This design comes from an exercise in tuning for small area and a short achievable clock period on the open sky130 flow, not from production work. No run shown here included a check of the RTL's function; only the layout flow was run. Power figures rest on the tool's default switching activity, not on a simulated workload.

==> flow/design.v, too long to show whole: its modules and the start of the top module <==
// module alu: 1085 lines
module alu # ( parameter WIDTH = 16, CMD_WIDTH = 4 ) (
	input clk, rst,
	input CE,
	input CIN,
	input mode,
	input [1:0] INP_INVALID,
	input [ CMD_WIDTH-1 :0] CMD,
	input [ WIDTH-1 :0] opa,
	input [ WIDTH-1 :0] opb,
	output reg ERR, OFLOW, g , l, e, cout,
	output reg [ 2 * WIDTH :0] RES
);
  // ...
==> flow/run.sh <==
#!/bin/bash
# synth_recipe.tcl (not shown) runs the flow's synth.tcl, then flattens the netlist and writes it again
# the make line also repeats each setting of config.mk as NAME=value (left out here)
make -C /OpenROAD-flow-scripts/flow DESIGN_CONFIG=/design/flow/config.mk WORK_HOME=/design/flow/orfs CLKGATE_MAP_FILE= SYNTH_SCRIPT=/design/flow/synth_recipe.tcl finish
==> flow/config.mk <==
export PLATFORM = sky130hd
export DESIGN_NAME = alu
export DESIGN_NICKNAME = alu
export VERILOG_FILES = /design/flow/design.v
export SDC_FILE = /design/flow/constraint.sdc
export NUM_CORES = 4
export LEC_CHECK = 0
export CAP_MARGIN = 20
export CORE_MARGIN = 2
export CORE_UTILIZATION = 40
export GPL_TIMING_DRIVEN = 0
export SLEW_MARGIN = 20
==> flow/constraint.sdc <==
create_clock -name core_clock -period 9.0 [get_ports {clk}]
set_input_delay 1.8000 -clock core_clock [delete_from_list [all_inputs] [get_ports {clk}]]
set_output_delay 1.8000 -clock core_clock [all_outputs]
set_load 0.01 [all_outputs]
==> impl_results.md, run 1 <==
- Largest family of logic cells by synthesized area: adder cells
- Die X: 195 um
- R2r setup slk: 7.87 ns
- Num sequential: 39
- Clk slew on worst S/H paths: 0.06 ns
- WP data required: 9.22 ns
- Final HPWL DP: 42.6 mm
- Clk tree area frac: 0.979%
- Dominant kind of cell: multi-input gates
- Leading post-synthesis cells by cell area: fa_1 32%, and2_1 8.5%, dfrtp_1 6.7%
- # H-tree levels: 2
- Max-slew violations: 0
- Syn_nets: 2077
- Cell area after synthesis: 0.0146 mm^2
- Seq pwr: 204 uW
- Root Driver: clkbuf_16
- DR iter-0 viols: 1276
- Worst EP arrival: 9.06 ns
- Clk buf depth: 2
- Total GRT Usage: 28.9%
- Met2 wire length: 24.1 mm
- Delay-heaviest family, CP: adder cells
- Compound-Gate Fraction of Synth Area: 13.3%
- CP max FO: 10
- Placed Area: 0.0159 mm^2
- Most utilized layer in the global route result: met2
- Overflow after GRT: 0
- Status: finished clean
- Commonest non-fill, non-tap cells in the layout: 239 x inv_1, 232 x fa_1, 199 x and2_1
- Hold path start: cout
- Most common cell after layout, fill and taps aside: inv_1
- Fin. Hold Viols: 0
- Worst Hold End: cout
- Die Ht: 195 um
- Fillers: 3580
- Crit path time final: 8.84 ns
- Global placer's final weighted congestion: 0.958
- Cells on Worst Hold Path: 2
- Pint: 1720 uW
- Post-CTS setup buffer count: 2
- Avg WL per Cell: 23.5 um
- Crit end category: flip-flop
- Post-Syn Area per Cell: 8.45 um^2
==> run 2: changes to the inputs <==
--- a/flow/design.v
+++ b/flow/design.v
@@ -50,38 +50,35 @@
     wire op_mul  = op_amul | op_smul;
     wire op_shq  = op_rol | op_ror | op_shla | op_shra;
     wire op_addt = op_add | op_sub | op_addc | op_subc | op_inca | op_deca |
                    op_incb | op_decb | op_sig;
     wire op_ext  = op_sub | op_subc | op_deca | op_decb | op_sig;
     wire op_lut  = op_and | op_nand | op_or | op_nor | op_xor | op_xnor | op_nota | op_notb;
     wire op_ok   = op_addt | op_cmp | op_mul | op_nop | op_lut | op_shq | op_shrb | op_shlb;
     wire op_err  = ~op_ok;
+    wire [15:0] dec = 16'd1 << b[3:0];
+    wire [15:0] dec_r = {dec[1], dec[2], dec[3], dec[4], dec[5], dec[6], dec[7], dec[8],
+                         dec[9], dec[10], dec[11], dec[12], dec[13], dec[14], dec[15], dec[0]};
     wire [15:0] m  = {a[15] & ~op_smul, a[14:0]};
-    wire [15:0] q  = b;
+    wire [15:0] q  = mode ? b : (CMD[0] ? dec_r : dec);
     wire [15:0] r1 = {16{op_amul}} & a;
     wire [15:0] r2 = {16{op_amul}} & b;
     wire cin = op_amul;
     wire sel_xb = op_incb | op_decb;
     wire eny = op_add | op_sub | op_addc | op_subc | op_cmp | op_sig;
     wire inv = op_sub | op_subc | op_cmp | op_subs | op_deca | op_decb;
     wire [15:0] x = sel_xb ? b : a;
     wire [15:0] y = ({16{eny}} & b) ^ {16{inv}};
     wire ci = op_sub | op_cmp | op_subs | op_inca | op_incb |
               (op_addc & CIN) | (op_subc & ~CIN);
     wire [16:0] s = {1'b0, x} + {1'b0, y} + {16'd0, ci};
     wire kinv = op_sub | op_subc | op_cmp | op_deca | op_decb | (op_sig & (x[15] ^ y[15]));
     wire hb = s[16] ^ kinv;
     wire z = ~|s[15:0];
-    wire [3:0] rk = b[3:0] ^ {4{op_ror}};
-    wire [15:0] rt0 = op_ror ? {a[14:0], a[15]} : a;        
-    wire [15:0] rt1 = rk[0] ? {rt0[14:0], rt0[15]}    : rt0;
-    wire [15:0] rt2 = rk[1] ? {rt1[13:0], rt1[15:14]} : rt1;
-    wire [15:0] rt3 = rk[2] ? {rt2[11:0], rt2[15:12]} : rt2;
-    wire [15:0] rot = rk[3] ? {rt3[7:0],  rt3[15:8]}  : rt3;
     wire [32:0] p;
   wire pp0_0 = q[0] & m[0];
   wire pp0_1 = q[0] & m[1];
   wire pp0_2 = q[0] & m[2];
   wire pp0_3 = q[0] & m[3];
   wire pp0_4 = q[0] & m[4];
   wire pp0_5 = q[0] & m[5];
   wire pp0_6 = q[0] & m[6];
@@ -1053,17 +1050,18 @@
     wire t11 = op_and  | op_or  | op_xnor;
     wire [15:0] lut;
     genvar gi;
     generate for (gi = 0; gi < 16; gi = gi + 1) begin : g_lut
         assign lut[gi] = a[gi] ? (b[gi] ? t11 : t10) : (b[gi] ? t01 : t00);
     end endgenerate
     wire sel_r  = op_rol | op_ror;
     wire [15:0] res_lo = ({16{op_amul}} & p[15:0]) | ({16{op_smul}} & {p[14:0], 1'b0}) |
-                         ({16{op_addt}} & s[15:0]) | ({16{sel_r}} & rot) | lut |
+                         ({16{op_addt}} & s[15:0]) | lut |
+                         ({16{sel_r}} & (p[15:0] | p[31:16])) |
                          ({16{op_shla}} & {a[14:0], 1'b0}) | ({16{op_shra}} & {1'b0, a[15:1]}) |
                          ({16{op_shlb}} & {b[14:0], 1'b0}) | ({16{op_shrb}} & {1'b0, b[15:1]});
     wire res_16 = (op_amul & p[16]) | (op_smul & p[15]) | (op_addt & hb);
     wire [15:0] res_hi = ({16{op_amul}} & p[32:17]) | ({16{op_smul}} & p[31:16]) |
                          {16{op_ext & hb}};
     wire [32:0] res_n = {res_hi, res_16, res_lo};
     wire op_fl   = op_cmp | op_sig;
     wire cout_n  = op_addt & hb;
==> impl_results.md, run 2 <==
- CTS buffer count: 5 (unchanged)
- Post-Syn Area per Cell: 8.30 um^2 (was 8.45 um^2)
- Cell taking the most area after synthesis: fa_1 (unchanged)
- Max-slew violations: 0 (unchanged)
- Most frequent cells after synthesis: 238 x inv_1, 233 x fa_1, 185 x nand2_1 (was 240 x inv_1, 233 x fa_1, 199 x and2_1)
- Core ar.: 0.0337 mm^2 (was 0.0357 mm^2)
- Slowest stage cell on the critical path: fa_2 (was clkdlybuf4s50_1)
- Finished Layout Cells: 2201 (was 2273)
- Count leader, synth: inv_1 (unchanged)
- Avg WL per Cell: 23.9 um (was 23.5 um)
- Hold slack: 0.482 ns (was 0.486 ns)
- Crit path time final: 8.83 ns (was 8.84 ns)
- Worst EP arrival: 9.00 ns (was 9.06 ns)
- Seq/Total Area, Yosys: 7.11% (was 6.70%)
- Net Sw Frac: 58.5% (was 60.0%)
- CP Launch Type: input pin (unchanged)
- Leakage power: 0.00720 uW (about the same)
- Slew HR: 28.3% (was 36.9%)
- Cells on Worst Hold Path: 1 (was 2)
- FF-to-FF End: RES[6] (was RES[32])
- Clk buf depth: 2 (unchanged)
- Met1 Usage GRT: 41.4% (was 39.1%)
- Die Ht: 189 um (was 195 um)
- Fillers: 3363 (was 3580)
- Worst-Margin Slew: 1.06 ns (was 0.947 ns)
- Clk latency of the worst-skew pair: 0.28 ns (was 0.31 ns)
- # setup viols final: 0 (unchanged)
- Cells after Synth: 1654 (was 1725)
- #FFs+latches synth: 39 (unchanged)
- Fmax: 0.113 GHz (about the same)
- CTS tree: built (unchanged)
- Placed cells: 2179 (was 2265)
- Fin. Hold Viols: 0 (unchanged)
- Share of cells above drive strength 1: 10.0% (was 7.06%)
- Final #Nets: 2104 (was 2164)
- Most common cell on crit path: fa_1 (unchanged)
- Via count: 12705 (was 13376)
- I/O pins: 82 (unchanged)
- Total GRT Usage: 29.7% (was 28.9%)
- Reg2Reg Depth: 2 (was 5)
- Global-route met3 utilization: 7.19% (was 5.69%)
- Most utilized layer in the global route result: met2 (unchanged)
- Clk slew on worst S/H paths: 0.06 ns (about the same)
- R2r startpoint: RES[6] (was RES[32])
- Hold/Removal Path Class: reg2reg (unchanged)
- Top-area cell type share of the netlist area: 34.0% (was 32.0%)
- Final HPWL DP: 42.6 mm (about the same)
- Cell area after synthesis: 0.0137 mm^2 (was 0.0146 mm^2)
- Antenna Nets Post-Route: 0 (unchanged)
- DR iter-0 viols: 1410 (was 1276)
- Crit path kind: in2reg (unchanged)
- Die X: 189 um (was 195 um)
- GR Layer Usage met2: 44.4% (was 45.6%)
- Die area: 0.0358 mm^2 (was 0.0380 mm^2)
- Maximum VDD drop: 0.000406 V (was 0.000455 V)
- Power per cell area: 236 mW/mm^2 (was 265 mW/mm^2)
- Synth Area in XOR/XNOR: 3.88% (was 3.67%)
- Max FFs per register: 33 (unchanged)
- Global placer's final weighted congestion: 1.00 (was 0.958)
- Leading post-synthesis cells by cell area: fa_1 34%, and2_1 8.3%, dfrtp_1 7.1% (was fa_1 32%, and2_1 8.5%, dfrtp_1 6.7%)
- Root Driver: clkbuf_16 (unchanged)
- CP Depth: 28 (was 20)
- Initial Util: 40.7% (was 40.8%)
- Post-CTS Hold Fix Bufs: 0 (unchanged)
- Largest Register: RES (unchanged)
- Pin count of the biggest net entering global routing: 33 (was 26)
- Simple-Gate Fraction of Synth Area: 21.3% (was 22.2%)
- Total power draw: 3780 uW (was 4310 uW)
- Port buffer count: 74 (was 78)
- CP max stage delay: 0.58 ns (was 0.61 ns)
- Ys flop type: dfrtp_1 (unchanged)
- Async S/R FF share, synth: 100% (unchanged)
- Routed vias/inst: 5.77 (was 5.88)
- Compound-Gate Fraction of Synth Area: 15.2% (was 13.3%)
- Syn_nets: 2006 (was 2077)
- WP data required: 9.18 ns (was 9.22 ns)
- Post-Synth Adder-Cell Area: 40.9% (was 38.5%)
- Most common cell after layout, fill and taps aside: inv_1 (unchanged)
- Synth Warn #: 1 (unchanged)
- Vias in the first global route: 12967 (was 13623)
- Seq pwr share: 5.4% (was 4.7%)
- CP max FO: 10 (unchanged)
- Pint: 1570 uW (was 1720 uW)
- Number of enable flip-flop cells after synthesis: 0 (unchanged)
- Drt first pass iters: 5 (was 11)
- Status: finished clean (unchanged)
- Mux cell area share after synthesis: 1.99% (was 6.05%)
- Initial antenna violation count: 2 (was 0)
- Row count: 67 (was 69)
- Util after Layout: 47.5% (was 45.4%)
- Final period util: 98.1% (was 98.2%)
- Worst path buffer plus inverter count: 8 (was 5)
- Setup Skew: 0 ns (unchanged)
- Overflow after GRT: 0 (unchanged)
- Area Growth Syn to Fin: 16.5% (was 11.4%)
- Delay-heaviest family, CP: adder cells (unchanged)
- Clock share of power: 4.7% (was 4.9%)
- Net Sw Power: 2210 uW (was 2580 uW)
- Drt drc: 0 (unchanged)
- First-pass GRT wire length: 79.2 mm (was 82.8 mm)
- R2r setup slk: 8.22 ns (was 7.87 ns)
- Commonest non-fill, non-tap cells in the layout: 236 x inv_1, 230 x fa_1, 183 x nand2_1 (was 239 x inv_1, 232 x fa_1, 199 x and2_1)
- Gate power share: 89.8% (was 90.3%)
- RSZ-0062 raised after global routing: false (unchanged)
- Hold path start: RES[5] (was cout)
- Post-synth cell types: 80 (was 93)
- Crit end category: flip-flop (unchanged)
- CTS Sinks: 39 (unchanged)
- Largest family of logic cells by synthesized area: adder cells (unchanged)
- Routed WL: 52.5 mm (was 53.5 mm)
- Crit path launch: opb[3] (was opa[5])
- Worst Hold End: RES[5] (was cout)
- MaxCap Viol Count: 0 (unchanged)
- # H-tree levels: 2 (unchanged)
==> run 2: worst reg2reg max path: cells and delay by family, from the launching register on <==
| family | cells | cell delay [ns] |
|---|---|---|
| AND/OR/NAND/NOR | 1 | 0.17 |
| AO/OA/AOI/OAI | 1 | 0.09 |
| flip-flops | 1 | 0.37 |
==> run 2: kinds of logic (layout without fill, tap and decap cells) <==
kind of cell	after synthesis	count (layout)
adder cells (fa/ha/maj)	309	309
AND/OR/NAND/NOR	567	567
AO/OA/AOI/OAI	305	305
other	0	1
multiplexers	25	25
XOR/XNOR	60	60
flip-flops	39	39
buffers and inverters	349	447
==> run 2: layout make-up <==
cell class	count	area [um^2]	share of cell area (%)
timing repair buffer	93	903	5.65
sequential	39	976	6.10
inverter	239	906	5.66
clock inverter	1	5.00	0.0313
buffer	108	558	3.49
antenna	1	2.50	0.0156
multi-input combinational	1266	11900	74.7
clock buffer	6	139	0.868
tap	448	561	3.51
==> run 2: metrics by stage <==
stage / instance area, um^2 / TNS (ns) / setup WS [ns]
6_report: 16000 / 0 / 0.174
5_1_grt: 16000 / 0 / 0.0000657
4_1_cts: 15700 / -0.00296 / -0.00208
3_5_place_dp: 15100 / -57.58 / -2.32
3_3_place_gp: 15000 / -56.92 / -2.25
2_1_floorplan: 13700 / 0 / 0.711
==> run 2: power groups by stage <==
stage	clock network (uW)	logic (uW)	registers, uW
after CTS	181	3090	205
after global placement	0	2600	207
after floorplan	0	1520	215
final	180	3400	205
after detailed placement	0	2620	208
after global routing	188	3570	207
==> run 2: worst max path at each step <==
stage / to / slack, ns
6_report: RES[5] / 0.17
5_1_grt: RES[28] / 0.00007
4_1_cts: RES[3] / -0.002
3_5_place_dp: RES[1] / -2.32
3_3_place_gp: RES[1] / -2.25
2_1_floorplan: RES[3] / 0.71
==> run 2: what timing repair did <==
| action | in CTS | in global routing |
|---|---|---|
| resized for setup | 116 | 49 |
| endpoints found under the hold margin | 0 | 0 |
| buffers inserted | 8 | 8 |
| setup endpoints to repair | 33 | 33 |
| pin swaps | 11 | 17 |
| gates cloned | 0 | 0 |
==> run 2: layer usage <==
metal,vias to the layer above,routed length (um)
met1,6431,22200
met3,107,5290
met4,2,2340
li1,5555,-
met5,-,13
met2,610,22700

==> port drivers added, routing unchanged <==
Ports are ideal in the flow. The routed layouts listed here were re-timed in OpenROAD.
Step 1 sets driving cells, clkbuf_16 on the clock port and buf_2 on the other inputs (assumed; they add their load-dependent delay and slew).
Step 2, shift: input delay + t, output delay - t, t = (earliest + latest rising clock arrival at the registers) / 2. This alone moves slack from input paths to output paths.
Three values: ideal, step 1, step 2; two values: the first two.
run	t (ns)	setup slack, ns	worst setup path after step 2	worst slew at a driven data input, ns
run 1	0.356	0.160 / 0.176 / -0.180	input to register	0.04
run 2	0.319	0.174 / 0.175 / -0.144	input to register	0.09
Met with ideal ports but missed after step 2: setup timing in run 1 and run 2. For run 1, which loses most, drivers alone change the setup slack by +0.016 ns; drivers and shift together by -0.340 ns.
